Source: an optimization exercise on an open RTL-to-GDS flow (aim: small area and a short achievable clock period). Production flows keep margins and buffers that such runs may drop.
Function was checked by simulation only, so behaviour that the tests miss may differ from the original.
Power is estimated from default activity; no workload was simulated.

==> job 4953: inputs <==
Design core, start of the top module:
module core(
    input clock,
    input reset,  
    output reg [31:0] next_program_counter,
    input [31:0] program_memory_value,
    output [31:0] memory_address,
    output [31:0] memory_write_value,
    output [2:0] memory_write_sections,  
    input [31:0] memory_read_value,
    input usb_packet_ready,
    output handled_usb_packet,
    input mip_mtip  
);
    reg [31:1] program_counter;  
    reg stall;  
    reg [4:0] load_register;  
    reg [2:0] load_funct3;
    reg [4:0] load_buffer_register;  
    reg [31:0] load_buffer_value;
    reg mstatus_mie, mstatus_mpie;
    reg mie_meie, mie_mtie, mie_msie;
    reg [29:0] mtvec_base;
    reg [31:0] mscratch;
    reg [29:0] mepc;
    reg [31:0] mcause;
    reg [63:0] mcycle, minstret;
    wire [31:0] pc = { program_counter, 1'b0 };
    wire [31:0] instruction = program_memory_value;
    wire [6:0] opcode = instruction[6:0];
    wire [2:0] funct3 = instruction[14:12];
    wire [4:0] rd = instruction[11:7];
    wire [4:0] rs1 = instruction[19:15];
    wire [4:0] rs2 = instruction[24:20];
    wire [11:0] csr = instruction[31:20];
    wire is_lui = opcode == 7'b0110111;
    wire is_auipc = opcode == 7'b0010111;
    wire is_jal = opcode == 7'b1101111;
    wire is_jalr = opcode == 7'b1100111;
    wire is_branch = opcode == 7'b1100011;
    wire is_load = opcode == 7'b0000011;
    wire is_store = opcode == 7'b0100011;
    wire is_op_imm = opcode == 7'b0010011;
    wire is_op = opcode == 7'b0110011;
    wire is_fence = opcode == 7'b0001111;
    wire is_system = opcode == 7'b1110011;
    wire rs1_zero = rs1 == 5'd0;
    wire is_priv = is_system && funct3 == 3'b000;
    wire priv_ok = rs1_zero && rd == 5'd0;
    wire is_ecall = is_priv && priv_ok && csr == 12'h000;
    wire is_ebreak = is_priv && priv_ok && csr == 12'h001;
    wire is_mret = is_priv && priv_ok && csr == 12'h302;
    wire is_wfi = is_priv && priv_ok && csr == 12'h105;
    wire csr_read_only = csr[11:10] == 2'b11;
  ...
Settings: LEC_CHECK=0, CAP_MARGIN=20, CORE_MARGIN=2, CORE_UTILIZATION=45, CTS_BUF_LIST=sky130_fd_sc_hd__clkbuf_8, SETUP_SLACK_MARGIN=4.0, SLEW_MARGIN=20, SYNTH_HIERARCHICAL=1, SYNTH_MINIMUM_KEEP_SIZE=0, TNS_END_PERCENT=10; clock period 13.0 ns.
run.sh (not shown) runs the stock make flow with config.mk's settings and CLKGATE_MAP_FILE= SYNTH_SCRIPT=/design/flow/synth_recipe.tcl, a recipe that flattens the netlist after the stock synthesis.
==> inputs of job 1596, as changes to job 4953 <==
--- a/flow/config.mk
+++ b/flow/config.mk
@@ -15,2 +15,2 @@
 export SYNTH_MINIMUM_KEEP_SIZE = 0
-export TNS_END_PERCENT = 10
+export TNS_END_PERCENT = 0
==> inputs of job 8519, as changes to job 4953 <==
--- a/flow/config.mk
+++ b/flow/config.mk
@@ -11,3 +11,3 @@
 export CTS_BUF_LIST = sky130_fd_sc_hd__clkbuf_8
-export SETUP_SLACK_MARGIN = 4.0
+export SETUP_SLACK_MARGIN = 4.5
 export SLEW_MARGIN = 20
@@ -15,2 +15,2 @@
 export SYNTH_MINIMUM_KEEP_SIZE = 0
-export TNS_END_PERCENT = 10
+export TNS_END_PERCENT = 0
==> qor.csv <==
stage;metric;value;unit
pwr;combinational share of power;22.4;%
final_layout;Non-clock buffers;724;
timing;worst slew pin tran;1259;ps
grt;met3 Track Usage GR;20.14;%
place;Area after DPL;83410;um2
grt;initial antenna violation count;37;
final_layout;Ant. Diodes;24;
final_layout;Non-clock buffer share;7.920;%
grt;GR Layer Usage met1;54.21;%
timing;PnR worst setup slack;2703;ps
place;DP Cell Count;9369;
final_layout;most frequent cells in the layout;1,128 x edfxtp_1, 593 x a22oi_1, 499 x nand2_1;
drt;Pre-antenna DRT Iters;14;
drt;DRT Wirelength;440000;um
min_path;min-delay src;mcause[27];
final_layout;Register Area;37840;um2
worst_setup_path;CP Max Fanout;26;
outcome;status;timing/DRC/antenna clean;
worst_setup_path;Critical Path Source;program_memory_value[24];
pwr;Flop pwr share;42.0;%
[end of results for job 1596]
==> qor.csv <==
stage;metric;value;unit
outcome;status;timing/DRC/antenna clean;
grt;initial antenna violation count;31;
drt;Pre-antenna DRT Iters;13;
synth;dominant cells by area after synthesis;edfxtp_1 44%, a22oi_1 5.8%, dfxtp_1 5.1%;
drt;DRT Wirelength;439800;um
pwr;Flop pwr share;41.6;%
final_layout;Ant. Diodes;34;
worst_setup_path;Critical Path Source;program_memory_value[20];
timing;worst slew pin tran;1378;ps
timing;PnR worst setup slack;2796;ps
final_layout;Register Area;37840;um2
min_path;min-delay src;mcause[25];
grt;met3 Track Usage GR;21.48;%
final_layout;Non-clock buffer share;8.532;%
grt;GR Layer Usage met1;53.18;%
final_layout;Nets;7884;
worst_setup_path;CP Max Fanout;10;
place;Area after DPL;83460;um2
final_layout;Non-clock buffers;805;
worst_setup_path;worst r2r src;load_register[0];
pwr;combinational share of power;23.8;%
[end of results for job 4953]
==> qor.csv <==
stage;metric;value;unit
drt;Pre-antenna DRT Iters;14;
drt;DRT Wirelength;441700;um
final_layout;Ant. Diodes;29;
grt;initial antenna violation count;27;
grt;GR Layer Usage met1;56.91;%
final_layout;Non-clock buffer share;7.244;%
timing;worst slew pin tran;1337;ps
final_layout;most frequent cells in the layout;1,128 x edfxtp_1, 596 x a22oi_1, 509 x nand2_1;
final_layout;Register Area;37840;um2
grt;met3 Track Usage GR;20.52;%
place;Area after DPL;83720;um2
place;DP Cell Count;9384;
worst_setup_path;Critical Path Source;program_memory_value[23];
pwr;Flop pwr share;42.5;%
outcome;status;timing/DRC/antenna clean;
min_path;min-delay src;mcause[22];
pwr;combinational share of power;21.8;%
[end of results for job 8519]

========
==> v37: inputs <==
core, a different RTL version from the one above (not shown whole).
==> module adder, before the edit <==
module adder(operand1, operand2, result);
    input [31:0] operand1, operand2;
    output [31:0] result;
    assign result = operand1 + operand2;
endmodule
==> module comparator, before the edit <==
module comparator(operation, operand1, operand2, result);
    input [2:0] operation;
    input [31:0] operand1, operand2;
    output result;
    wire equal = operand1 == operand2;
    wire less_signed = $signed(operand1) < $signed(operand2);
    wire less_unsigned = operand1 < operand2;
    wire r = operation[2] ? (operation[1] ? less_unsigned : less_signed) : equal;
    assign result = r ^ operation[0];
endmodule
clock: 13.0 ns
lec_check: 0
cap_margin: 20
core_margin: 2
core_utilization: 45
cts_buf_list: sky130_fd_sc_hd__clkbuf_8
setup_slack_margin: 4.0
slew_margin: 20
synth_hierarchical: 1
synth_minimum_keep_size: 0
==> v13: changes against v37 <==
--- a/flow/design.v
+++ b/flow/design.v
@@ -291,3 +291,21 @@
     output [31:0] result;
-    assign result = operand1 + operand2;
+    reg [31:0] g, p, gn, pn;
+    integer level, i;
+    always @* begin
+        g = operand1 & operand2;
+        p = operand1 ^ operand2;
+        for (level = 0; level < 5; level = level + 1) begin
+            gn = g;
+            pn = p;
+            for (i = 0; i < 32; i = i + 1) begin
+                if ((i >> level) % 2 == 1) begin
+                    gn[i] = g[i] | (p[i] & g[((i >> level) << level) - 1]);
+                    pn[i] = p[i] & p[((i >> level) << level) - 1];
+                end
+            end
+            g = gn;
+            p = pn;
+        end
+    end
+    assign result = operand1 ^ operand2 ^ { g[30:0], 1'b0 };
 endmodule
@@ -297,6 +315,19 @@
     output result;
-    wire equal = operand1 == operand2;
-    wire less_signed = $signed(operand1) < $signed(operand2);
-    wire less_unsigned = operand1 < operand2;
-    wire r = operation[2] ? (operation[1] ? less_unsigned : less_signed) : equal;
+    reg [30:0] less, equal;
+    integer level, i;
+    always @* begin
+        less = ~operand1[30:0] & operand2[30:0];
+        equal = ~(operand1[30:0] ^ operand2[30:0]);
+        for (level = 0; level < 5; level = level + 1) begin
+            for (i = 0; i + (1 << level) < 31; i = i + (2 << level)) begin
+                less[i] = less[i + (1 << level)] | (equal[i + (1 << level)] & less[i]);
+                equal[i] = equal[i + (1 << level)] & equal[i];
+            end
+        end
+    end
+    wire same_sign = operand1[31] == operand2[31];
+    wire equal_all = same_sign && equal[0];
+    wire less_signed = same_sign ? less[0] : operand1[31];
+    wire less_unsigned = same_sign ? less[0] : operand2[31];
+    wire r = operation[2] ? (operation[1] ? less_unsigned : less_signed) : equal_all;
     assign result = r ^ operation[0];
- CTS_BUF_LIST: sky130_fd_sc_hd__clkbuf_8 -> sky130_fd_sc_hd__clkbuf_4 sky130_fd_sc_hd__clkbuf_8
- SETUP_SLACK_MARGIN: 4.0 -> 4.5
- TNS_END_PERCENT: not set -> 0
==> notes <==
Against v13, the non-clock buffer count of v37 is higher by 125. Against v13, the routed wire length of v37 is smaller by about 0.27%. Between v37 and v13, the lower first-iteration DRC count is in v37 (gap about 7%, measured against v13). Between v13 and v37, the lower maximum frequency is in v37 (gap 1.1%, measured against v37). Against v13, the hold slack of v37 is lower by 1.7 ps. Against v37, the sequential share of layout area of v13 is higher by 1.1 points. Against v37, the global-route usage of v13 is higher by 0.22 points. Against v37, the power of v13 is lower by 0.61%. In v37 the via count is larger than in v13, by about 1.8%. Count of clock-buffer cells in the layout: v37 is lower than v13 (64).

==> re-timing with driven ports <==
The results above use ideal ports. As a check the final layouts listed here were re-extracted and re-timed, cells and wires unchanged. Step 1 (the two cells are an assumption about what drives the block):
set clk [get_ports {clock}]
set_driving_cell -lib_cell sky130_fd_sc_hd__clkbuf_16 $clk
set_driving_cell -lib_cell sky130_fd_sc_hd__buf_2 [delete_from_list [all_inputs] $clk]
Step 2 also shifts input and output timing later by t, the mid clock arrival at the registers, as if the neighbouring blocks saw the same clock. a / b / c = ideal ports / drivers / drivers and shift; a / b = the first two.
run	t, ns	slack for setup (ns)	worst setup path after step 2
job 4953	1.098	2.796 / 2.546 / 2.131	input to register
job 1596	1.092	2.703 / 2.396 / 1.866	input to register
job 8519	1.127	2.616 / 2.415 / 2.415	input to output
v37	1.135	2.450 / 2.336 / 2.336	input to output
v13	1.106	2.562 / 2.318 / 2.318	input to output
After both steps every run listed still meets setup and hold. For job 1596, which loses most, drivers alone change the setup slack by -0.307 ns; drivers and shift together by -0.837 ns.
